From an optimization exercise on the open Yosys and OpenROAD flow, aimed at small area; shortcuts taken in it are not production practice. Function was checked by simulation only, so behaviour that the tests miss may differ from the original. Power figures rest on the tool's default switching activity, not on a simulated workload.

## flow/design.v (module list and top-level ports; edited modules follow where they fit)
// module salu_mac: 1046 lines
// module salu_fa: 6 lines
// module salu_ha: 6 lines
// module salu: 462 lines
module salu(
      issue_source_reg1,
      issue_source_reg2,
      issue_dest_reg,
      issue_imm_value0,
      issue_imm_value1,
      issue_opcode,
      issue_wfid,
      issue_alu_select,
      exec_rd_exec_value,
      exec_rd_vcc_value,
      exec_rd_m0_value,
      exec_rd_scc_value,
      sgpr_source2_data,
      sgpr_source1_data,
      issue_instr_pc,
      exec_wr_exec_en,
      exec_wr_vcc_en,
      exec_wr_m0_en,
      exec_wr_scc_en,
      exec_wr_exec_value,
      exec_wr_vcc_value,
      exec_wr_m0_value,
      exec_wr_scc_value,
      exec_wr_wfid,
      exec_rd_en,
      exec_rd_wfid,
      sgpr_dest_data,
      sgpr_dest_addr,
      sgpr_dest_wr_en,
      sgpr_source2_addr,
      sgpr_source1_addr,
      sgpr_source1_rd_en,
      sgpr_source2_rd_en,
      issue_alu_ready,
      sgpr_instr_done_wfid,
      sgpr_instr_done,
      fetchwaveissue_branch_wfid,
      fetchwaveissue_branch_en,
      fetchwaveissue_branch_taken,
      fetch_branch_pc_value,
      tracemon_retire_pc,
      tracemon_exec_word_sel,
      tracemon_vcc_word_sel,
      clk,
      rst
 );
  // ...
==> flow/flow/run.sh <==
#!/bin/bash
# The standard layout (standard.sh), with these changes to how it is made:
#  - ABC maps the logic with an area-oriented recipe (flow/abc_area_map.script)
#    in place of ORFS's speed recipe; everything else in synthesis is unchanged;
#  - the port buffers that global placement inserts use the smallest buffer;
#  - clock tree synthesis uses clkbuf_8 with smaller sink clusters and no
#    dummy loads.
# Each step's full log stays in orfs/logs/; make's own output goes to
# standard_make.log.
set -euo pipefail
here=$(pwd)
rm -rf "$here/scripts"
cp -r "$FLOW_HOME/scripts" "$here/scripts"
cp "$here/flow/abc_area_map.script" "$here/scripts/abc_speed.script"
export BUFFER_PORTS_ARGS="-buffer_cell sky130_fd_sc_hd__buf_1"
export CTS_ARGS="-sink_clustering_enable -repair_clock_nets -dont_use_dummy_load -buf_list sky130_fd_sc_hd__clkbuf_8 -sink_clustering_size 14 -sink_clustering_max_diameter 50"
bash standard.sh SCRIPTS_DIR="$here/scripts" finish > standard_make.log 2>&1
==> flow/flow/abc_area_map.script <==
&get -n
&st
&dch
&nf -a
&st
&syn2
&dch
&nf -a
&st
&syn2
&dch
&nf -a
&put
topo
stime -c
==> flow/standard.sh <==
#!/bin/bash
# synth_recipe.tcl (not shown) runs the flow's synth.tcl, then flattens the netlist and writes it again
# the make line also repeats each setting of config.mk as NAME=value (left out here)
make -C /OpenROAD-flow-scripts/flow DESIGN_CONFIG=/design/flow/config.mk WORK_HOME=/design/flow/orfs CLKGATE_MAP_FILE= SYNTH_SCRIPT=/design/flow/synth_recipe.tcl "${@:-finish}"
==> flow/config.mk <==
export PLATFORM = sky130hd
export DESIGN_NAME = salu
export DESIGN_NICKNAME = salu
export VERILOG_FILES = /design/flow/design.v
export SDC_FILE = /design/flow/constraint.sdc
export NUM_CORES = 4
export LEC_CHECK = 0
export CAP_MARGIN = 20
export CORE_MARGIN = 2
export CORE_UTILIZATION = 50
export SLEW_MARGIN = 20
export SYNTH_HIERARCHICAL = 1
export SYNTH_MINIMUM_KEEP_SIZE = 0
==> flow/constraint.sdc <==
create_clock -name core_clock -period 11.0 [get_ports {clk}]
set_input_delay 2.2000 -clock core_clock [delete_from_list [all_inputs] [get_ports {clk}]]
set_output_delay 2.2000 -clock core_clock [all_outputs]
set_load 0.01 [all_outputs]
==> flow_summary.ini, run 1 <==
[run_status]
status = finished clean

[placed_design]
gp_congestion = 1.11
dp.cells = 5136

[floorplanning]
dieArea_um2 = 69500

[finish]
seq_share = 0.264
inverters = 113
drive_gt1_frac = 0.0655
areaGrowthSynthToFinish_pct = 16.0

[timing]
rsz0062_at_grt = false
setup_slack_ns = 0.259
finalSetupViolCount = 0
min_period_ns = 10.74
fin_crit_sh = 0.976

[worst_setup_path]
worstPathRequired_ns = 11.53
critPathBufInv = 1
crit_path_max_fanout = 23
endpoint_kind = flip-flop
worst_path_most_repeated_cell = fa_1
arrival_ns = 11.28
worstSetupPathDepth = 29

[power]
sw_frac_of_total = 0.310
powerComb_w = 0.000489

[grt]
grt_overflow_total = 0
grtUsageMet1 = 0.654

[synth]
synth_xor_xnor_area_share = 0.0888
syn_nets = 4226
ys_seq_area_frac = 0.307

[clock_network]
clockRootBuffer = clkbuf_8

[detailed_routing]
dr.pass1.iters = 18
routed-via-count = 36300
==> inputs of run 2 (changes only) <==
--- a/flow/config.mk
+++ b/flow/config.mk
@@ -9,3 +9,3 @@
 export CORE_MARGIN = 2
-export CORE_UTILIZATION = 50
+export CORE_UTILIZATION = 60
 export SLEW_MARGIN = 20
==> flow_summary.ini, run 2 <==
[synth]
synth.most_common_cell = dfxtp_1
synthArstFlopShare = 0.0372
synth-seq-cells = 511
synth_top_family_by_area = compound AO/OA/AOI/OAI gates
synthCells = 3443
synth-simple-area-share = 0.130
synth.distinct_cells = 63
ys.flop_type = dfxtp_1
yosysWarnings = 7
syn_nets = 4226
synthTopCellsByCount = dfxtp_1 (492), a22oi_1 (433), xnor2_1 (304), nand2_1 (303), fa_1 (257)
synth_mux_area_frac = 0.00238
synth_compound_area_frac = 0.241
synth_adder_area_share = 0.182
yosys.area.top_type = dfxtp_1
synth_xor_xnor_area_share = 0.0888
ys_seq_area_frac = 0.307
synth_area_leaders = dfxtp_1 (29%), fa_1 (15%), a22oi_1 (9.7%), xnor2_1 (7.9%), buf_4 (3.6%)
avgSynthCellArea_um2 = 9.78
synth_top_area_frac = 0.292
synth-edff-count = 0
synth_area_um2 = 33700

[power]
sw_frac_of_total = 0.314
p_clk_frac = 0.297
seqPwrFrac = 0.562
p_int_w = 0.00249
p_per_area_nw_per_um2 = 93.2
leakagePower_nw = 15.5
p_sw_w = 0.00114
combPwrFrac = 0.140
peakVddDrop_mv = 0.123

[worst_setup_path]
crit_path_max_fanout = 20
crit_end = scc3
crit_path_top_delay_cell = a2111oi_1
crit_start = mc2[0]
critPathBufInv = 4
worstPathRequired_ns = 11.54
slowest_delay_ns = 0.61
worst_path_most_repeated_cell = fa_1
critPathTopFamily = compound AO/OA/AOI/OAI gates
rr_endpoint = scc3
r2r_setup_slack_ns = 0.22
worstSetupPathDepth = 31
crit_type = reg -> reg
reg2reg_from = mc2[0]
reg2reg_depth = 31
cp-start-kind = flip-flop
endpoint_kind = flip-flop
arrival_ns = 11.32

[clock_network]
cts_max_path_buffers = 3
clockRootBuffer = clkbuf_8
numCtsBuffers = 53
cts_hold_buf = 0
cts_tree = built
clkSlewWorstSetupHoldPaths_ns = 0.08
clkLatencyLatePin_ns = 0.72
cts_htree_levels = 2
cts_sinks = 511

[detailed_routing]
routed-via-count = 37800
post_drt_wl_per_cell_um = 35.0
drc = 0
ant_nets = 0
drt-initial-drc-count = 8646
dr.pass1.iters = 22
drt_wl_total_um = 179000
vias_per_cell = 7.38

[grt]
grt_overflow_total = 0
antenna_found_initial = 35
grt_pass1_wl_um = 243000
grt_max_degree = 68
grt_pass1_vias = 33800
grt_usage = 0.594

[timing]
skew_ns = 0.0905
min_period_ns = 10.78
final-hold-violation-count = 0
finalMaxSlewViolations = 0
tightestPinTransition_ns = 1.33
finalSetupViolCount = 0
timing.fmax_mhz = 92.8
slew_headroom = 0.113
fin_crit_sh = 0.980
setup_slack_ns = 0.220

[floorplanning]
dieArea_um2 = 58100
chipHeight_um = 241
chipWidth_um = 241
initial_utilization = 0.609
io_pins = 803
rows = 86
core_area_um2 = 55300

[finish]
most-common-layout-cells = buf_1 (801), dfxtp_1 (487), a22oi_1 (433)
drive_gt1_frac = 0.0666
mostFrequentLayoutCell = buf_1
areaGrowthSynthToFinish_pct = 15.6
fin_area_um2 = 38900
seqCellArea_um2 = 10300
nFillCells = 4587
fin_nets = 5108
multi_input_area_um2 = 22000

[placed_design]
dp_slack_ns = 0.316
portBuffers = 801
place_area_um2 = 38000
dp_hpwl_um = 142000
gp_congestion = 1.15

[flow_run]
maxCapViolations = 0

[worst_hold_path]
hp-class = reg -> reg

[run_status]
status = finished clean
## run 2: cell types whose count changed in the layout (fill, tap and decap cells not counted), moves of 2 or more
cell	delta
nor2_4	+2
nor4_2	+3
nor4_1	-3
dfxtp_1	-2
buf_12	-3
clkbuf_8	-6
dfxtp_2	+3
nor2_2	-2
diode_2	+20
buf_4	+8
## run 2: area by class of cell
class,count,area share
clock buffer,53,0.0187
timing repair buffer,987,0.114
sequential,511,0.265
multi-input combinational,2659,0.564
tap,748,0.0240
inverter,113,0.0109
antenna,44,0.00283
## run 2: modules after synthesis, one instance, submodules excluded
| module | cell area (µm²) | cells inside |
|---|---|---|
| salu_fa | 20.0 | 1 |
| salu_mac | 6800 | 843 |
| salu_ha | 12.5 | 1 |
| salu | 21700 | 2327 |
## run 2: how the worst min path moves through the flow
stage | startpoint | endpoint | slack (ns) | depth (start not counted)
after CTS | da2[4] | da3[4] | 0.29 | 0
final | da2[4] | da3[4] | 0.29 | 0
after detailed placement | da1[1] | da2[1] | 0.31 | 0
after global routing | da1[7] | da2[7] | 0.28 | 0
after floorplan | da1[0] | da2[0] | 0.31 | 0
after global placement | da2[2] | da3[2] | 0.31 | 0
## run 2: what timing repair did
action,in CTS,in global routing
setup endpoints to repair,0,1
setup buffers,0,0
gates resized for setup,0,3
## run 2: power by group through the flow
stage	combinational (W)	clock (W)	sequential, W
2_1_floorplan	0.000178	0	0.00203
3_3_place_gp	0.000456	0	0.00206
3_5_place_dp	0.000458	0	0.00206
4_1_cts	0.000459	0.00106	0.00202
5_1_grt	0.000502	0.00113	0.00203
6_report	0.000509	0.00108	0.00204
## run 2: logic make-up after synthesis
family,Yosys count
AOI/OAI and AO/OA,1089
and+or+nand+nor,884
DFF,511
xor gates and xnor gates,340
adders and majority gates,337
buffers and inverters,273
muxes,8
other,1
## run 2: worst reg2reg max path, delay by kind of cell, from the launching register on
kind	cells	cell delay [ns]
AOI/OAI and AO/OA	12	3.42
xor gates and xnor gates	2	0.80
adders and majority gates	7	2.92
buffers and inverters	4	1.13
DFF	1	0.60
and+or+nand+nor	6	1.82
## run 2: per-layer routing
layer | global-route usage | part of all wire
met1 | 0.683 | 0.32
met2 | 0.774 | 0.38
met3 | 0.424 | 0.21
met4 | 0.359 | 0.083
met5 | 0.130 | 0.0052
## run 2: per-stage QoR
| step | utilization | power, W | cells | TNS [ns] | hold WS (ns) |
|---|---|---|---|---|---|
| after floorplan | - | 0.00220 | 3443 | 0 | 0.310 |
| after global placement | 0.688 | 0.00252 | 5016 | 0 | 0.310 |
| after detailed placement | 0.688 | 0.00252 | 5016 | 0 | 0.312 |
| after CTS | 0.701 | 0.00354 | 5069 | 0 | 0.288 |
| after global routing | 0.703 | 0.00367 | 5092 | -0.128 | 0.283 |
| final | 0.704 | 0.00363 | 5115 | 0 | 0.288 |
==> inputs of run 3 (changes only) <==
--- a/flow/flow/run.sh
+++ b/flow/flow/run.sh
@@ -15,3 +15,3 @@
 export BUFFER_PORTS_ARGS="-buffer_cell sky130_fd_sc_hd__buf_1"
-export CTS_ARGS="-sink_clustering_enable -repair_clock_nets -dont_use_dummy_load -buf_list sky130_fd_sc_hd__clkbuf_8 -sink_clustering_size 14 -sink_clustering_max_diameter 50"
+export CTS_ARGS="-sink_clustering_enable -repair_clock_nets -dont_use_dummy_load -buf_list sky130_fd_sc_hd__clkbuf_8 -sink_clustering_size 18 -sink_clustering_max_diameter 60"
 bash standard.sh SCRIPTS_DIR="$here/scripts" finish > standard_make.log 2>&1
--- a/flow/config.mk
+++ b/flow/config.mk
@@ -9,3 +9,3 @@
 export CORE_MARGIN = 2
-export CORE_UTILIZATION = 60
+export CORE_UTILIZATION = 50
 export SLEW_MARGIN = 20
==> flow_summary.ini, run 3 <==
[power]
leakagePower_nw = 15.4
p_per_area_nw_per_um2 = 90.6
peakVddDrop_mv = 0.111

[clock_network]
numCtsBuffers = 43
clkSlewWorstSetupHoldPaths_ns = 0.09
cts_max_path_buffers = 3
cts_tree = built
cts_setup_buffers = 0
cts_htree_levels = 2
clkLatencyLatePin_ns = 0.71
cts_sinks = 511
clockRootBuffer = clkbuf_8

[worst_setup_path]
slowest_delay_ns = 0.56
worstPathRequired_ns = 11.52
crit_type = reg -> reg
cp-start-kind = flip-flop
arrival_ns = 11.20
crit_path_top_delay_cell = dfxtp_4
endpoint_kind = flip-flop
crit_start = mc2[10]
crit_path_max_fanout = 33
reg2reg_from = mc2[10]
worst_path_most_repeated_cell = fa_1

[timing]
skew_ns = 0.0865
slew_headroom = 0.212
tightestPinTransition_ns = 1.18
timing.fmax_mhz = 93.6
min_period_ns = 10.68
rsz0062_at_grt = false
finalSetupViolCount = 0
setup_slack_ns = 0.318
fin_crit_sh = 0.971
final-hold-violation-count = 0
finalMaxSlewViolations = 0

[synth]
yosysWarnings = 7
synth_area_um2 = 33700
synth.most_common_cell = dfxtp_1
synth_top_area_frac = 0.292
synth_area_leaders = dfxtp_1 (29%), fa_1 (15%), a22oi_1 (9.7%), xnor2_1 (7.9%), buf_4 (3.6%)
synthArstFlopShare = 0.0372
ys.flop_type = dfxtp_1
synth-edff-count = 0
syn_nets = 4226
synth.distinct_cells = 63
avgSynthCellArea_um2 = 9.78
synth-seq-cells = 511
yosys.area.top_type = dfxtp_1
ys_seq_area_frac = 0.307
synthCells = 3443
synthTopCellsByCount = dfxtp_1 (492), a22oi_1 (433), xnor2_1 (304), nand2_1 (303), fa_1 (257)

[finish]
drive_gt1_frac = 0.0620
fin_nets = 5091
fin_area_um2 = 38900
nFillCells = 6261
areaGrowthSynthToFinish_pct = 15.4
mostFrequentLayoutCell = buf_1
most-common-layout-cells = buf_1 (801), dfxtp_1 (489), a22oi_1 (433)

[floorplanning]
initial_utilization = 0.503
rows = 95
chipWidth_um = 264
io_pins = 803
chipHeight_um = 264
core_area_um2 = 66900
dieArea_um2 = 69500

[grt]
antenna_found_initial = 41
grt_overflow_total = 0
grt_usage = 0.509
grt_max_degree = 68
grt_pass1_wl_um = 252000
grt_pass1_vias = 33100

[detailed_routing]
dr.pass1.iters = 12
drt_wl_total_um = 184000
drt-initial-drc-count = 7060
routed-via-count = 36100
vias_per_cell = 6.94
drc = 0
ant_nets = 0
post_drt_wl_per_cell_um = 35.4

[worst_hold_path]
hp-class = reg -> reg
hp-start = da2[0]

[placed_design]
gp_congestion = 1.11
portBuffers = 801
place_area_um2 = 38200
dp_slack_ns = -0.125
dp_hpwl_um = 148000

[run_status]
status = finished clean

[flow_run]
maxCapViolations = 0
==> run 3: changes by cell type in the layout (fill, tap and decap cells not counted), sizes merged <==
cell	previous run	this run
buf	986	980
clkbuf	54	43
diode	44	23
==> run 3: final cells by class <==
type	count	area, µm²	area share
Antenna cell	23	57.6	0.00148
Clock buffer	43	592	0.0152
Sequential cell	511	10300	0.266
Timing Repair Buffer	980	4410	0.114
Inverter	113	424	0.0109
Tap cell	873	1090	0.0281
Multi-Input combinational cell	2659	22000	0.565
==> run 3: cells by family after synthesis <==
logic type	synth area share
compound gates	0.241
xor+xnor	0.0888
fa+ha+maj	0.182
buf+inv	0.0483
flops	0.307
mux	0.00238
other cells	0.000111
simple gates	0.130
==> run 3: final timing paths <==
kind	slack, ns	cells past startpoint	to
setup / recovery	0.32	31	scc3
setup reg to reg	0.32	31	scc3
min in group asynchronous	1.51	2	v1
hold / removal	0.31	0	da3[0]
max in group asynchronous	9.05	2	scc_en3
hold reg to reg	0.31	0	da3[0]
==> run 3: modules after synthesis, one instance, submodules excluded <==
module,times used,flip-flops and latches,cell area [µm²]
salu,1,511,21700
salu_fa,241,0,20.0
salu_ha,32,0,12.5
salu_mac,1,0,6800
==> run 3: critical path, delay by kind of cell, from the launching register on <==
family          cells  cell delay (ns)
fa+ha+maj           6             2.67
xor+xnor            2             0.62
flops               1             0.56
compound gates     16             4.69
simple gates        6             1.78
buf+inv             1             0.19
==> run 3: stage by stage <==
step / hold WS, ns / util / std cells / setup TNS, ns / power [W]
after global routing: 0.321 / 0.580 / 5186 / 0 / 0.00357
after detailed placement: 0.312 / 0.571 / 5136 / -0.125 / 0.00253
after CTS: 0.316 / 0.580 / 5179 / 0 / 0.00347
after floorplan: 0.310 / - / 3443 / 0 / 0.00220
final: 0.310 / 0.581 / 5202 / 0 / 0.00352
after global placement: 0.311 / 0.571 / 5136 / -0.0675 / 0.00253
==> run 3: repair_timing <==
action	4_1_cts	5_1_grt
hold buffers	0	0
endpoints found under the setup margin	1	1
resized for setup	2	3
==> run 3: power by group <==
group | switching [W] | internal, W | total, W
clock network | 0.000636 | 0.000348 | 0.000985
logic | 0.000349 | 0.000141 | 0.000490
registers | 0.000120 | 0.00193 | 0.00205
==> run 3: per-layer routing <==
layer | vias to the layer above | track usage | wire (µm) | share of wire
met5 | - | 0 | 185 | 0.0010
li1 | 14600 | - | - | -
met1 | 17400 | 0.645 | 65500 | 0.36
met2 | 3333 | 0.719 | 74500 | 0.41
met4 | 28 | 0.214 | 10500 | 0.057
met3 | 705 | 0.269 | 33300 | 0.18
==> module salu, before the edit <==
module salu(
      issue_source_reg1,
      issue_source_reg2,
      issue_dest_reg,
      issue_imm_value0,
      issue_imm_value1,
      issue_opcode,
      issue_wfid,
      issue_alu_select,
      exec_rd_exec_value,
      exec_rd_vcc_value,
      exec_rd_m0_value,
      exec_rd_scc_value,
      sgpr_source2_data,
      sgpr_source1_data,
      issue_instr_pc,
      exec_wr_exec_en,
      exec_wr_vcc_en,
      exec_wr_m0_en,
      exec_wr_scc_en,
      exec_wr_exec_value,
      exec_wr_vcc_value,
      exec_wr_m0_value,
      exec_wr_scc_value,
      exec_wr_wfid,
      exec_rd_en,
      exec_rd_wfid,
      sgpr_dest_data,
      sgpr_dest_addr,
      sgpr_dest_wr_en,
      sgpr_source2_addr,
      sgpr_source1_addr,
      sgpr_source1_rd_en,
      sgpr_source2_rd_en,
      issue_alu_ready,
      sgpr_instr_done_wfid,
      sgpr_instr_done,
      fetchwaveissue_branch_wfid,
      fetchwaveissue_branch_en,
      fetchwaveissue_branch_taken,
      fetch_branch_pc_value,
      tracemon_retire_pc,
      tracemon_exec_word_sel,
      tracemon_vcc_word_sel,
      clk,
      rst
 );
input clk;
input rst;
input issue_alu_select, exec_rd_scc_value;
input[5:0] issue_wfid;
input[11:0] issue_source_reg1, issue_source_reg2, issue_dest_reg;
input[15:0] issue_imm_value0;
input[31:0] issue_imm_value1, exec_rd_m0_value, issue_instr_pc, issue_opcode;
input[63:0] sgpr_source2_data, sgpr_source1_data,
            exec_rd_exec_value, exec_rd_vcc_value;
output exec_wr_exec_en, exec_wr_vcc_en, exec_wr_m0_en, exec_wr_scc_en,
         exec_wr_scc_value, exec_rd_en, sgpr_source1_rd_en, sgpr_source2_rd_en, issue_alu_ready, sgpr_instr_done,
         fetchwaveissue_branch_en, fetchwaveissue_branch_taken;
output [1:0] sgpr_dest_wr_en, tracemon_exec_word_sel, tracemon_vcc_word_sel;
output[5:0] exec_wr_wfid, exec_rd_wfid, sgpr_instr_done_wfid, fetchwaveissue_branch_wfid;
output[8:0] sgpr_dest_addr, sgpr_source2_addr, sgpr_source1_addr;
output[31:0] exec_wr_m0_value, fetch_branch_pc_value, tracemon_retire_pc;
output[63:0] exec_wr_exec_value, exec_wr_vcc_value, sgpr_dest_data;
localparam [5:0]
  OP_NOP = 6'd0,
  OP_BR = 6'd1, OP_BR_SCC0 = 6'd2, OP_BR_SCC1 = 6'd3, OP_BR_VCCZ = 6'd4,
  OP_BR_VCCNZ = 6'd5, OP_BR_EXECZ = 6'd6, OP_BR_EXECNZ = 6'd7,
  OP_MOV32 = 6'd8, OP_MOV64 = 6'd9, OP_NOT32 = 6'd10, OP_SAVEEXEC = 6'd11,
  OP_ADD_U = 6'd12, OP_SUB_U = 6'd13, OP_ADD_I = 6'd14, OP_SUB_I = 6'd15,
  OP_MIN = 6'd16, OP_MAX = 6'd17, OP_AND32 = 6'd18, OP_AND64 = 6'd19,
  OP_OR32 = 6'd20, OP_OR64 = 6'd21, OP_ANDN2 = 6'd22, OP_SHL = 6'd23,
  OP_SHR = 6'd24, OP_MUL = 6'd25, OP_CMP_EQ = 6'd26, OP_CMP_LEI = 6'd27,
  OP_CMP_GEU = 6'd28, OP_CMP_LEU = 6'd29, OP_CMP_Z = 6'd30, OP_MOVK = 6'd31,
  OP_ADDK = 6'd32, OP_MULK = 6'd33;
localparam [2:0] D_NONE = 3'd0, D_SGPR = 3'd1, D_VLO = 3'd2, D_VHI = 3'd3,
                 D_ELO = 3'd4, D_EHI = 3'd5, D_M0 = 3'd6;
reg [5:0] op_dec;
wire [23:0] opn = issue_opcode[23:0];
always @(*) begin
  op_dec = OP_NOP;
  case (issue_opcode[31:24])
    8'h01: case (opn)
      24'h000002: op_dec = OP_BR;
      24'h000004: op_dec = OP_BR_SCC0;
      24'h000005: op_dec = OP_BR_SCC1;
      24'h000006: op_dec = OP_BR_VCCZ;
      24'h000007: op_dec = OP_BR_VCCNZ;
      24'h000008: op_dec = OP_BR_EXECZ;
      24'h000009: op_dec = OP_BR_EXECNZ;
      default:    op_dec = OP_NOP;
    endcase
    8'h02: case (opn)
      24'h000003: op_dec = OP_MOV32;
      24'h000004: op_dec = OP_MOV64;
      24'h000007: op_dec = OP_NOT32;
      24'h000024: op_dec = OP_SAVEEXEC;
      default:    op_dec = OP_NOP;
    endcase
    8'h08: case (opn)
      24'h000000: op_dec = OP_ADD_U;
      24'h000001: op_dec = OP_SUB_U;
      24'h000002: op_dec = OP_ADD_I;
      24'h000003: op_dec = OP_SUB_I;
      24'h000007: op_dec = OP_MIN;
      24'h000008: op_dec = OP_MAX;
      24'h000009: op_dec = OP_MAX;
      24'h00000E: op_dec = OP_AND32;
      24'h00000F: op_dec = OP_AND64;
      24'h000010: op_dec = OP_OR32;
      24'h000011: op_dec = OP_OR64;
      24'h000015: op_dec = OP_ANDN2;
      24'h00001E: op_dec = OP_SHL;
      24'h000020: op_dec = OP_SHR;
      24'h000022: op_dec = OP_SHR;
      24'h000026: op_dec = OP_MUL;
      default:    op_dec = OP_NOP;
    endcase
    8'h04: case (opn)
      24'h000000: op_dec = OP_CMP_EQ;
      24'h000005: op_dec = OP_CMP_LEI;
      24'h000009: op_dec = OP_CMP_GEU;
      24'h00000B: op_dec = OP_CMP_LEU;
      24'h000001, 24'h000002, 24'h000003, 24'h000004,
      24'h000006, 24'h000007, 24'h000008, 24'h00000A: op_dec = OP_CMP_Z;
      default:    op_dec = OP_NOP;
    endcase
    8'h10: case (opn)
      24'h000000: op_dec = OP_MOVK;
      24'h00000F: op_dec = OP_ADDK;
      24'h000010: op_dec = OP_MULK;
      default:    op_dec = OP_NOP;
    endcase
    default: op_dec = OP_NOP;
  endcase
end
reg [2:0] dk_dec;
always @(*) begin
  casez (issue_dest_reg)
    12'b110?????????: dk_dec = D_SGPR;
    12'hE01: dk_dec = D_VLO;
    12'hE02: dk_dec = D_VHI;
    12'hE08: dk_dec = D_ELO;
    12'hE10: dk_dec = D_EHI;
    12'hE04: dk_dec = D_M0;
    default: dk_dec = D_NONE;
  endcase
end
reg        v1;
reg [5:0]  op1, wfid1;
reg [2:0]  dk1;
reg [8:0]  da1;
reg [11:0] sr1, sr2;
reg [15:0] imm0_1;
reg [31:0] imm1_1, pc1;
always @(posedge clk or posedge rst)
  if (rst) v1 <= 1'b0;
  else     v1 <= issue_alu_select;
always @(posedge clk) begin
  op1    <= op_dec;
  dk1    <= dk_dec;
  da1    <= issue_dest_reg[8:0];
  wfid1  <= issue_wfid;
  sr1    <= issue_source_reg1;
  sr2    <= issue_source_reg2;
  imm0_1 <= issue_imm_value0;
  imm1_1 <= issue_imm_value1;
  pc1    <= issue_instr_pc;
end
assign sgpr_source1_addr  = sr1[8:0];
assign sgpr_source2_addr  = sr2[8:0];
assign sgpr_source1_rd_en = v1;
assign sgpr_source2_rd_en = v1;
assign exec_rd_wfid       = wfid1;
wire is_br1 = (op1[5:3] == 3'b000) & (op1 != OP_NOP);
assign exec_rd_en = v1 & ((sr1[11] & sr1[10]) | (sr2[11] & sr2[10]) | is_br1);
wire vccz  = ~(|exec_rd_vcc_value);
wire execz = ~(|exec_rd_exec_value);
wire sndimm1  = is_br1 | (op1 == OP_MOVK) | (op1 == OP_ADDK) | (op1 == OP_MULK);
wire bit64_1  = (op1 == OP_MOV64) | (op1 == OP_SAVEEXEC) | (op1 == OP_AND64) |
                (op1 == OP_OR64) | (op1 == OP_ANDN2);
wire saveex1  = (op1 == OP_SAVEEXEC);
wire xzero1   = (op1 == OP_MOVK);
wire yzero1   = (op1 == OP_MOV32) | (op1 == OP_MOV64);
wire [31:0] vcc_lo = exec_rd_vcc_value[31:0],  vcc_hi = exec_rd_vcc_value[63:32];
wire [31:0] exe_lo = exec_rd_exec_value[31:0], exe_hi = exec_rd_exec_value[63:32];
wire [31:0] m0v = exec_rd_m0_value;
wire s1_sg  = (sr1[11:9] == 3'b110);
wire s1_sp  = (sr1[11:9] == 3'b111);
wire s1_lit = ~sr1[11] & (sr1[10:0] == 11'h7FF);
wire s1_inl = ~sr1[11] & ~s1_lit;
wire s2_sg  = (sr2[11:9] == 3'b110);
wire s2_sp  = (sr2[11:9] == 3'b111);
wire s2_lit = ~sr2[11] & (sr2[10:0] == 11'h7FF);
wire s2_inl = ~sr2[11] & ~s2_lit;
wire xn = ~is_br1 & ~xzero1;
wire xs_pc  = is_br1;
wire xs_sg  = xn & s1_sg;
wire xs_imm = xn & s1_lit;
wire xs_inl = xn & s1_inl;
wire xs_vl  = xn & s1_sp & (sr1[7:0] == 8'h01);
wire xs_vh  = xn & s1_sp & (sr1[7:0] == 8'h02);
wire xs_m0  = xn & s1_sp & (sr1[7:0] == 8'h04);
wire xs_el  = xn & s1_sp & (sr1[7:0] == 8'h08);
wire xs_eh  = xn & s1_sp & (sr1[7:0] == 8'h10);
wire xs_vz  = xn & s1_sp & (sr1[7:0] == 8'h20);
wire xs_ez  = xn & s1_sp & (sr1[7:0] == 8'h40);
wire xs_sc  = xn & s1_sp & (sr1[7:0] == 8'h80);
wire [31:0] inl1 = {{22{sr1[9]}}, sr1[9:0]};
wire [31:0] x_lo = ({32{xs_pc}} & pc1) | ({32{xs_sg}} & sgpr_source1_data[31:0]) |
                   ({32{xs_imm}} & imm1_1) | ({32{xs_inl}} & inl1) |
                   ({32{xs_vl}} & vcc_lo) | ({32{xs_vh}} & vcc_hi) | ({32{xs_m0}} & m0v) |
                   ({32{xs_el}} & exe_lo) | ({32{xs_eh}} & exe_hi) |
                   {31'b0, (xs_vz & vccz) | (xs_ez & execz) | (xs_sc & exec_rd_scc_value)};
wire xh_sg = bit64_1 & ~sr1[9];
wire xh_eh = (bit64_1 & sr1[9] & (sr1[7:0] == 8'h08)) | (~bit64_1 & (dk1 == D_ELO));
wire xh_vh = (bit64_1 & sr1[9] & (sr1[7:0] == 8'h01)) | (~bit64_1 & (dk1 == D_VLO));
wire xh_vl = ~bit64_1 & (dk1 == D_VHI);
wire xh_el = ~bit64_1 & (dk1 == D_EHI);
wire [31:0] x_hi = ({32{xh_sg}} & sgpr_source1_data[63:32]) | ({32{xh_eh}} & exe_hi) |
                   ({32{xh_vh}} & vcc_hi) | ({32{xh_vl}} & vcc_lo) | ({32{xh_el}} & exe_lo);
wire yn = ~saveex1 & ~yzero1 & ~sndimm1;
wire ys_k   = sndimm1;
wire ys_sg  = yn & s2_sg;
wire ys_imm = yn & s2_lit;
wire ys_inl = yn & s2_inl;
wire ys_vl  = yn & s2_sp & (sr2[7:0] == 8'h01);
wire ys_vh  = yn & s2_sp & (sr2[7:0] == 8'h02);
wire ys_m0  = yn & s2_sp & (sr2[7:0] == 8'h04);
wire ys_el  = (yn & s2_sp & (sr2[7:0] == 8'h08)) | saveex1;
wire ys_eh  = yn & s2_sp & (sr2[7:0] == 8'h10);
wire ys_vz  = yn & s2_sp & (sr2[7:0] == 8'h20);
wire ys_ez  = yn & s2_sp & (sr2[7:0] == 8'h40);
wire ys_sc  = yn & s2_sp & (sr2[7:0] == 8'h80);
wire [31:0] inl2 = {{22{sr2[9]}}, sr2[9:0]};
wire [31:0] y_lo = ({32{ys_k}} & {{16{imm0_1[15]}}, imm0_1}) |
                   ({32{ys_sg}} & sgpr_source2_data[31:0]) |
                   ({32{ys_imm}} & imm1_1) | ({32{ys_inl}} & inl2) |
                   ({32{ys_vl}} & vcc_lo) | ({32{ys_vh}} & vcc_hi) | ({32{ys_m0}} & m0v) |
                   ({32{ys_el}} & exe_lo) | ({32{ys_eh}} & exe_hi) |
                   {31'b0, (ys_vz & vccz) | (ys_ez & execz) | (ys_sc & exec_rd_scc_value)};
wire yhn = bit64_1 & ~yzero1 & ~saveex1;
wire yh_sg = yhn & ~sr2[9];
wire yh_eh = (yhn & sr2[9] & (sr2[7:0] == 8'h08)) | saveex1;
wire yh_vh = yhn & sr2[9] & (sr2[7:0] == 8'h01);
wire [31:0] y_hi = ({32{yh_sg}} & sgpr_source2_data[63:32]) | ({32{yh_eh}} & exe_hi) |
                   ({32{yh_vh}} & vcc_hi);
wire br_t1   = (op1 == OP_BR) | (op1 == OP_BR_SCC0) | (op1 == OP_BR_SCC1) |
               (op1 == OP_BR_VCCZ) | (op1 == OP_BR_EXECZ);
wire add1    = (op1 == OP_ADD_U) | (op1 == OP_ADD_I) | (op1 == OP_ADDK);
wire sub1    = (op1 == OP_SUB_U) | (op1 == OP_SUB_I) | (op1 == OP_MIN) |
               (op1 == OP_MAX) | (op1 == OP_CMP_EQ) | (op1 == OP_CMP_LEI) |
               (op1 == OP_CMP_GEU) | (op1 == OP_CMP_LEU) | (op1 == OP_CMP_Z);
wire shl1    = (op1 == OP_SHL);
wire shr1    = (op1 == OP_SHR);
wire mul1    = (op1 == OP_MUL) | (op1 == OP_MULK);
wire macr1   = br_t1 | add1 | (op1 == OP_SUB_U) | (op1 == OP_SUB_I) | mul1 | shl1 | shr1;
wire [10:0] mc1 = {
  shr1,                                                       
  saveex1,                                                    
  ~bit64_1 & ((dk1 == D_VHI) | (dk1 == D_EHI)),               
  ~macr1,                                                     
  macr1 & ~shr1,                                              
  br_t1,                                                      
  sub1,                                                       
  add1,                                                       
  add1 | sub1 | br_t1,                                        
  shl1 | shr1,                                                
  mul1 | shl1                                                 
};
reg taken1;
always @(*) begin
  case (op1)
    OP_BR:        taken1 = 1'b1;
    OP_BR_SCC0:   taken1 = ~exec_rd_scc_value;
    OP_BR_SCC1:   taken1 = exec_rd_scc_value;
    OP_BR_VCCZ:   taken1 = vccz;
    OP_BR_VCCNZ:  taken1 = ~vccz;
    OP_BR_EXECZ:  taken1 = execz;
    OP_BR_EXECNZ: taken1 = ~execz;
    default:      taken1 = 1'b0;
  endcase
end
reg [5:0]  op2, wfid2;
reg [2:0]  dk2;
reg [8:0]  da2;
reg        taken2;
reg [31:0] pc2;
reg [63:0] x2, y2;
reg [10:0] mc2;
always @(posedge clk or posedge rst)
  if (rst) begin
    op2 <= OP_NOP;
    dk2 <= D_NONE;
  end else begin
    op2 <= v1 ? op1 : OP_NOP;
    dk2 <= v1 ? dk1 : D_NONE;
  end
always @(posedge clk) begin
  wfid2  <= wfid1;
  da2    <= da1;
  taken2 <= taken1;
  pc2    <= pc1;
  x2     <= {x_hi, x_lo};
  mc2    <= mc1;
  y2     <= {y_hi, y_lo};
end
wire [31:0] xl = x2[31:0], yl = y2[31:0];
wire o_br_t   = (op2 == OP_BR) | (op2 == OP_BR_SCC0) | (op2 == OP_BR_SCC1) |
                (op2 == OP_BR_VCCZ) | (op2 == OP_BR_EXECZ);
wire o_is_br  = (op2[5:3] == 3'b000) & (op2 != OP_NOP);
wire o_add    = (op2 == OP_ADD_U) | (op2 == OP_ADD_I) | (op2 == OP_ADDK);
wire o_sub    = (op2 == OP_SUB_U) | (op2 == OP_SUB_I) | (op2 == OP_MIN) |
                (op2 == OP_MAX) | (op2 == OP_CMP_EQ) | (op2 == OP_CMP_LEI) |
                (op2 == OP_CMP_GEU) | (op2 == OP_CMP_LEU) | (op2 == OP_CMP_Z);
wire o_mul    = (op2 == OP_MUL) | (op2 == OP_MULK);
wire o_shl    = (op2 == OP_SHL);
wire o_shr    = (op2 == OP_SHR);
wire o_bit64  = (op2 == OP_MOV64) | (op2 == OP_SAVEEXEC) | (op2 == OP_AND64) |
                (op2 == OP_OR64) | (op2 == OP_ANDN2);
wire o_saveex = (op2 == OP_SAVEEXEC);
wire o_and    = (op2 == OP_AND32) | (op2 == OP_AND64);
wire o_or     = (op2 == OP_OR32) | (op2 == OP_OR64) | (op2 == OP_MOV32) |
                (op2 == OP_MOV64) | (op2 == OP_MOVK);
wire o_andn   = (op2 == OP_ANDN2);
wire o_not    = (op2 == OP_NOT32);
wire o_minmax = (op2 == OP_MIN) | (op2 == OP_MAX);
wire o_mac_r  = o_br_t | o_add | (op2 == OP_SUB_U) | (op2 == OP_SUB_I) | o_mul | o_shl | o_shr;
wire [31:0] shdec = 32'b1 << yl[4:0];
wire [31:0] xrev;
genvar i;
generate
  for (i = 0; i < 32; i = i + 1) begin : g_rev
    assign xrev[i] = xl[31-i];
  end
endgenerate
wire [31:0] mac_a = ({32{mc2[1]}} & shdec) | ({32{~mc2[1]}} & yl);
wire [31:0] mac_b = ({32{mc2[0]}} & xl) | ({32{mc2[10]}} & xrev);
wire [31:0] mac_c = {32{mc2[2]}} & xl;
wire [32:0] m;
salu_mac mac(
  .a(mac_a), .b(mac_b), .c(mac_c),
  .force_p1(mc2[3]), .force_m1(mc2[4]), .force_r1(mc2[5]), .force_k4(mc2[5]),
  .m(m)
);
wire [31:0] mrev;
generate
  for (i = 0; i < 32; i = i + 1) begin : g_mrev
    assign mrev[i] = m[31-i];
  end
endgenerate
wire lt = m[32];                  
wire eq = ~(|m[31:0]);
wire ovf = m[31] ^ xl[31] ^ yl[31] ^ m[32];
wire pick_x = (op2 == OP_MIN) ? lt : ~lt;
wire o_or_hi = o_or | ~o_bit64;
wire t11_lo = o_and | o_or | o_minmax | o_saveex;
wire t10_lo = o_or | o_andn | (o_minmax & pick_x);
wire t01_lo = o_or | o_not | (o_minmax & ~pick_x) | o_saveex;
wire t00_lo = o_not;
wire t11_hi = o_and | o_or_hi | o_saveex;
wire t10_hi = o_or_hi | o_andn;
wire t01_hi = o_or_hi | o_saveex;
wire [31:0] xh = x2[63:32], yh = y2[63:32];
wire [31:0] l_lo = ({32{t11_lo}} & xl & yl) | ({32{t10_lo}} & xl & ~yl) |
                   ({32{t01_lo}} & ~xl & yl) | ({32{t00_lo}} & ~xl & ~yl);
wire [31:0] l_hi = ({32{t11_hi}} & xh & yh) | ({32{t10_hi}} & xh & ~yh) |
                   ({32{t01_hi}} & ~xh & yh);
wire [31:0] r_lo = ({32{mc2[6]}} & m[31:0]) | ({32{mc2[10]}} & mrev) |
                   ({32{mc2[7]}} & l_lo);
wire [31:0] r_hi = l_hi;
wire hi32 = mc2[8];
wire [63:0] wa = ({64{hi32}} & {r_lo, r_hi}) | ({64{~hi32 & ~mc2[9]}} & {r_hi, r_lo}) |
                ({64{mc2[9]}} & x2 & y2);
wire [63:0] wb = {r_hi, r_lo};
wire zlo = ~(|wa[31:0]);
wire zhi = ~(|wa[63:32]);
wire z32 = hi32 ? zhi : zlo;
reg scc2, scc_en2;
always @(*) begin
  scc2 = 1'b0;
  scc_en2 = 1'b1;
  case (op2)
    OP_NOT32, OP_AND32, OP_OR32: scc2 = ~z32;
    OP_SHL, OP_SHR: scc2 = ~eq;
    OP_AND64, OP_OR64, OP_ANDN2, OP_SAVEEXEC:    scc2 = ~(zlo & zhi);
    OP_ADD_U, OP_SUB_U, OP_MULK:                 scc2 = m[32];
    OP_ADD_I, OP_SUB_I, OP_ADDK:                 scc2 = ovf;
    OP_MIN:     scc2 = lt;
    OP_MAX:     scc2 = ~lt & ~eq;
    OP_CMP_EQ:  scc2 = eq;
    OP_CMP_LEI: scc2 = (xl[31] & yl[31]) ? ~lt :
                       xl[31] ? 1'b1 :
                       yl[31] ? 1'b0 : (lt | eq);
    OP_CMP_GEU: scc2 = ~lt;
    OP_CMP_LEU: scc2 = lt | eq;
    OP_CMP_Z:   scc2 = 1'b0;
    default:    scc_en2 = 1'b0;
  endcase
end
wire [1:0] ws_full = o_bit64 ? 2'b11 : 2'b01;
wire [1:0] ws_high = o_bit64 ? 2'b11 : 2'b10;
wire [1:0] sgpr_en2 = (dk2 == D_SGPR) ? ws_full : 2'b00;
wire [1:0] vcc_ws2  = (dk2 == D_VLO) ? ws_full : (dk2 == D_VHI) ? ws_high : 2'b00;
wire [1:0] exec_ws2 = ((dk2 == D_ELO) ? ws_full : (dk2 == D_EHI) ? ws_high : 2'b00) |
                      {2{o_saveex}};
wire m0_en2 = (dk2 == D_M0);
reg [1:0]  sgpr_en3, vcc_ws3, exec_ws3;
reg        m0_en3, scc_en3, br_en3;
reg        scc3, taken3;
reg [5:0]  wfid3;
reg [8:0]  da3;
reg [31:0] pc3;
reg [63:0] wa3, wb3;
always @(posedge clk or posedge rst)
  if (rst) begin
    sgpr_en3 <= 2'b00;
    vcc_ws3  <= 2'b00;
    exec_ws3 <= 2'b00;
    m0_en3   <= 1'b0;
    scc_en3  <= 1'b0;
    br_en3   <= 1'b0;
  end else begin
    sgpr_en3 <= sgpr_en2;
    vcc_ws3  <= vcc_ws2;
    exec_ws3 <= exec_ws2;
    m0_en3   <= m0_en2;
    scc_en3  <= scc_en2;
    br_en3   <= o_is_br;
  end
always @(posedge clk) begin
  scc3   <= scc2;
  taken3 <= taken2;
  wfid3  <= wfid2;
  da3    <= da2;
  pc3    <= pc2;
  wa3    <= wa;
  wb3    <= wb;
end
assign exec_wr_exec_en = |exec_ws3;
assign exec_wr_vcc_en  = |vcc_ws3;
assign exec_wr_m0_en   = m0_en3;
assign exec_wr_scc_en  = scc_en3;
assign sgpr_dest_wr_en = sgpr_en3;
assign exec_wr_exec_value = wa3;
assign exec_wr_vcc_value  = wa3;
assign exec_wr_m0_value   = wa3[31:0];
assign exec_wr_scc_value  = scc3;
assign sgpr_dest_data     = wb3;
assign sgpr_dest_addr     = da3;
assign fetch_branch_pc_value = wb3[31:0];
assign exec_wr_wfid = wfid3;
assign sgpr_instr_done_wfid = wfid3;
assign fetchwaveissue_branch_wfid = wfid3;
assign sgpr_instr_done = (|exec_ws3) | (|vcc_ws3) | m0_en3 | scc_en3 | (|sgpr_en3);
assign fetchwaveissue_branch_en = br_en3;
assign fetchwaveissue_branch_taken = taken3;
assign tracemon_retire_pc = pc3;
assign tracemon_exec_word_sel = exec_ws3;
assign tracemon_vcc_word_sel = vcc_ws3;
assign issue_alu_ready = 1'b1;
endmodule
==> inputs of run 4 (changes only) <==
--- a/flow/design.v
+++ b/flow/design.v
@@ -1241,3 +1241,4 @@
 wire xzero1   = (op1 == OP_MOVK);
-wire yzero1   = (op1 == OP_MOV32) | (op1 == OP_MOV64);
+wire yzero1   = (op1 == OP_MOV32) | (op1 == OP_MOV64) | (op1 == OP_NOT32);
+wire yones1   = (op1 == OP_NOT32);
 wire [31:0] vcc_lo = exec_rd_vcc_value[31:0],  vcc_hi = exec_rd_vcc_value[63:32];
@@ -1298,3 +1299,4 @@
                    ({32{ys_el}} & exe_lo) | ({32{ys_eh}} & exe_hi) |
-                   {31'b0, (ys_vz & vccz) | (ys_ez & execz) | (ys_sc & exec_rd_scc_value)};
+                   {31'b0, (ys_vz & vccz) | (ys_ez & execz) | (ys_sc & exec_rd_scc_value)} |
+                   {32{yones1}};
 wire yhn = bit64_1 & ~yzero1 & ~saveex1;
@@ -1417,3 +1419,3 @@
 wire t01_lo = o_or | o_not | (o_minmax & ~pick_x) | o_saveex;
-wire t00_lo = o_not;
+wire t00_lo = 1'b0;
 wire t11_hi = o_and | o_or_hi | o_saveex;
==> flow_summary.ini, run 4 <==
[placed_design]
dp.cells = 5034
gp_congestion = 1.12
dp_hpwl_um = 155000
portBuffers = 801

[clock_network]
cts_tree = built
clockRootBuffer = clkbuf_8
cts_max_path_buffers = 3
numCtsBuffers = 42
cts_htree_levels = 2
clkSlewWorstSetupHoldPaths_ns = 0.10
cts-resized-gates = 0
cts_sinks = 511
cts_setup_buffers = 0
clkLatencyLatePin_ns = 0.75
cts_hold_buf = 0

[synth]
avgSynthCellArea_um2 = 9.99
yosysWarnings = 7
synth_top_area_frac = 0.293
synth-seq-cells = 511
synth.distinct_cells = 66
synthCells = 3360
synthTopCellsByCount = dfxtp_1 (492), a22oi_1 (412), xnor2_1 (307), nand2_1 (288), fa_1 (257)
yosys.area.top_type = dfxtp_1
synthArstFlopShare = 0.0372
synth_area_um2 = 33600
syn_nets = 4143
synth-edff-count = 0
synth_area_leaders = dfxtp_1 (29%), fa_1 (15%), a22oi_1 (9.2%), xnor2_1 (8.0%), a222oi_1 (3.8%)
ys_seq_area_frac = 0.308
ys.flop_type = dfxtp_1
synth.most_common_cell = dfxtp_1

[power]
leakagePower_nw = 15.1
p_per_area_nw_per_um2 = 89.9
peakVddDrop_mv = 0.131

[detailed_routing]
post_drt_wl_per_cell_um = 37.8
drc = 0
dr.pass1.iters = 13
drt-initial-drc-count = 8235
ant_nets = 0
vias_per_cell = 7.13
routed-via-count = 36400
drt_wl_total_um = 193000

[worst_hold_path]
hp-class = reg -> reg

[worst_setup_path]
worstPathRequired_ns = 11.57
endpoint_kind = flip-flop
worst_path_most_repeated_cell = fa_1
arrival_ns = 11.65
critPathTopFamily = adder cells
slowest_delay_ns = 1.06
crit_path_max_fanout = 9
crit_path_top_delay_cell = nor4_1
cp-start-kind = flip-flop
crit_type = reg -> reg
critPathBufInv = 2

[grt]
grt_pass1_wl_um = 260000
grt_max_degree = 67
grt_usage = 0.532
grt_pass1_vias = 33500
antenna_found_initial = 49
grt_overflow_total = 0

[finish]
finalNonFillerCells = 5105
fin_nets = 4998
most-common-layout-cells = buf_1 (801), dfxtp_1 (487), a22oi_1 (411)
drive_gt1_frac = 0.0622
areaGrowthSynthToFinish_pct = 15.2
mostFrequentLayoutCell = buf_1

[timing]
fin_crit_sh = 1.01
finalSetupViolCount = 1
min_period_ns = 11.08
timing.fmax_mhz = 90.3
finalMaxSlewViolations = 0
timing.hold.ws_ns = 0.279
slew_headroom = 0.137
setup_slack_ns = -0.0796
rsz0062_at_grt = false
skew_ns = 0.123
tightestPinTransition_ns = 1.28
final-hold-violation-count = 0

[floorplanning]
initial_utilization = 0.508
core_area_um2 = 66100
dieArea_um2 = 69200
rows = 94
io_pins = 803
chipWidth_um = 263
chipHeight_um = 263

[run_status]
so_faults = setup timing
status = complete, but fails checks

[flow_run]
maxCapViolations = 0
run 4: per-module statistics from Yosys, one instance, submodules excluded:
module	flip-flops and latches	area [µm²]	cells	times used
salu_fa	0	20.0	1	241
salu_ha	0	12.5	1	32
salu	511	21500	2244	1
salu_mac	0	6800	843	1
run 4: logic make-up after synthesis:
| group | synth area share |
|---|---|
| xor+xnor | 0.0894 |
| simple gates | 0.121 |
| buf+inv | 0.0484 |
| mux | 0.000634 |
| other cells | 0.000112 |
| fa+ha+maj | 0.183 |
| compound gates | 0.249 |
| flops | 0.308 |
run 4: routing by layer:
| layer | share of wire | up-vias | global-route usage | wire, µm |
|---|---|---|---|---|
| met5 | 0.0036 | - | 0.0201 | 700 |
| met4 | 0.077 | 48 | 0.303 | 14800 |
| met3 | 0.18 | 851 | 0.305 | 35300 |
| met2 | 0.40 | 3564 | 0.746 | 76800 |
| met1 | 0.34 | 17400 | 0.631 | 65200 |
| li1 | - | 14500 | - | - |
run 4: power breakdown:
part	switching [W]	internal (W)
combinational	0.000341	0.000125
sequential	0.000107	0.00192
clock	0.000641	0.000340
run 4: cell type report:
cell class | count | area, µm²
Inverter | 113 | 424
Timing Repair Buffer | 971 | 4320
Clock buffer | 42 | 578
Multi-Input combinational cell | 2576 | 21900
Tap cell | 864 | 1080
Antenna cell | 28 | 70.1
Sequential cell | 511 | 10300
Fill cell | 6006 | 27400
run 4: worst paths after layout:
path / start / to / slack [ns] / cells after the start
setup / recovery: y2[0] / scc3 / -0.08 / 29
hold / removal: pc2[22] / pc3[22] / 0.28 / 0
setup reg to reg: y2[0] / scc3 / -0.08 / 29
hold reg to reg: pc2[22] / pc3[22] / 0.28 / 0
max in group asynchronous: rst / op2[3] / 9.19 / 2
min in group asynchronous: rst / v1 / 1.43 / 2
run 4: stage by stage:
step                TNS, ns  power, W  setup slack [ns]  area, µm²   util
global route              0   0.00352            0.0509      38600  0.584
global placement          0   0.00248             0.122      38000  0.574
floorplan                 0   0.00216            0.0795      33600      -
detailed placement        0   0.00248            0.0437      38000  0.574
CTS                       0   0.00341           0.00680      38500  0.583
finish              -0.0796   0.00347           -0.0796      38700  0.585

[what the ideal ports hide]
No port has a modelled driver above. Below, the same layouts with a new extraction and two added sets of constraints. Step 1 sets driving cells, clkbuf_16 on the clock port and buf_2 on the other inputs (assumed; they add their load-dependent delay and slew). Step 2, shift: input delay + t, output delay - t, t = (earliest + latest rising clock arrival at the registers) / 2. This alone moves slack from input paths to output paths. a / b / c = no drivers / after step 1 / after step 2; a / b = the first two.
| run | t (ns) | setup slack, ns | hold WS [ns] |
|---|---|---|---|
| run 1 | 0.770 | 0.259 / 0.259 / 0.259 | 0.296 / 0.296 / 0.296 |
| run 2 | 0.748 | 0.220 / 0.220 / 0.220 | 0.288 / 0.288 / 0.288 |
| run 3 | 0.742 | 0.318 / 0.318 / 0.318 | 0.310 / 0.310 / 0.310 |
| run 4 | 0.755 | -0.080 / -0.080 / -0.080 | 0.279 / 0.279 / 0.279 |
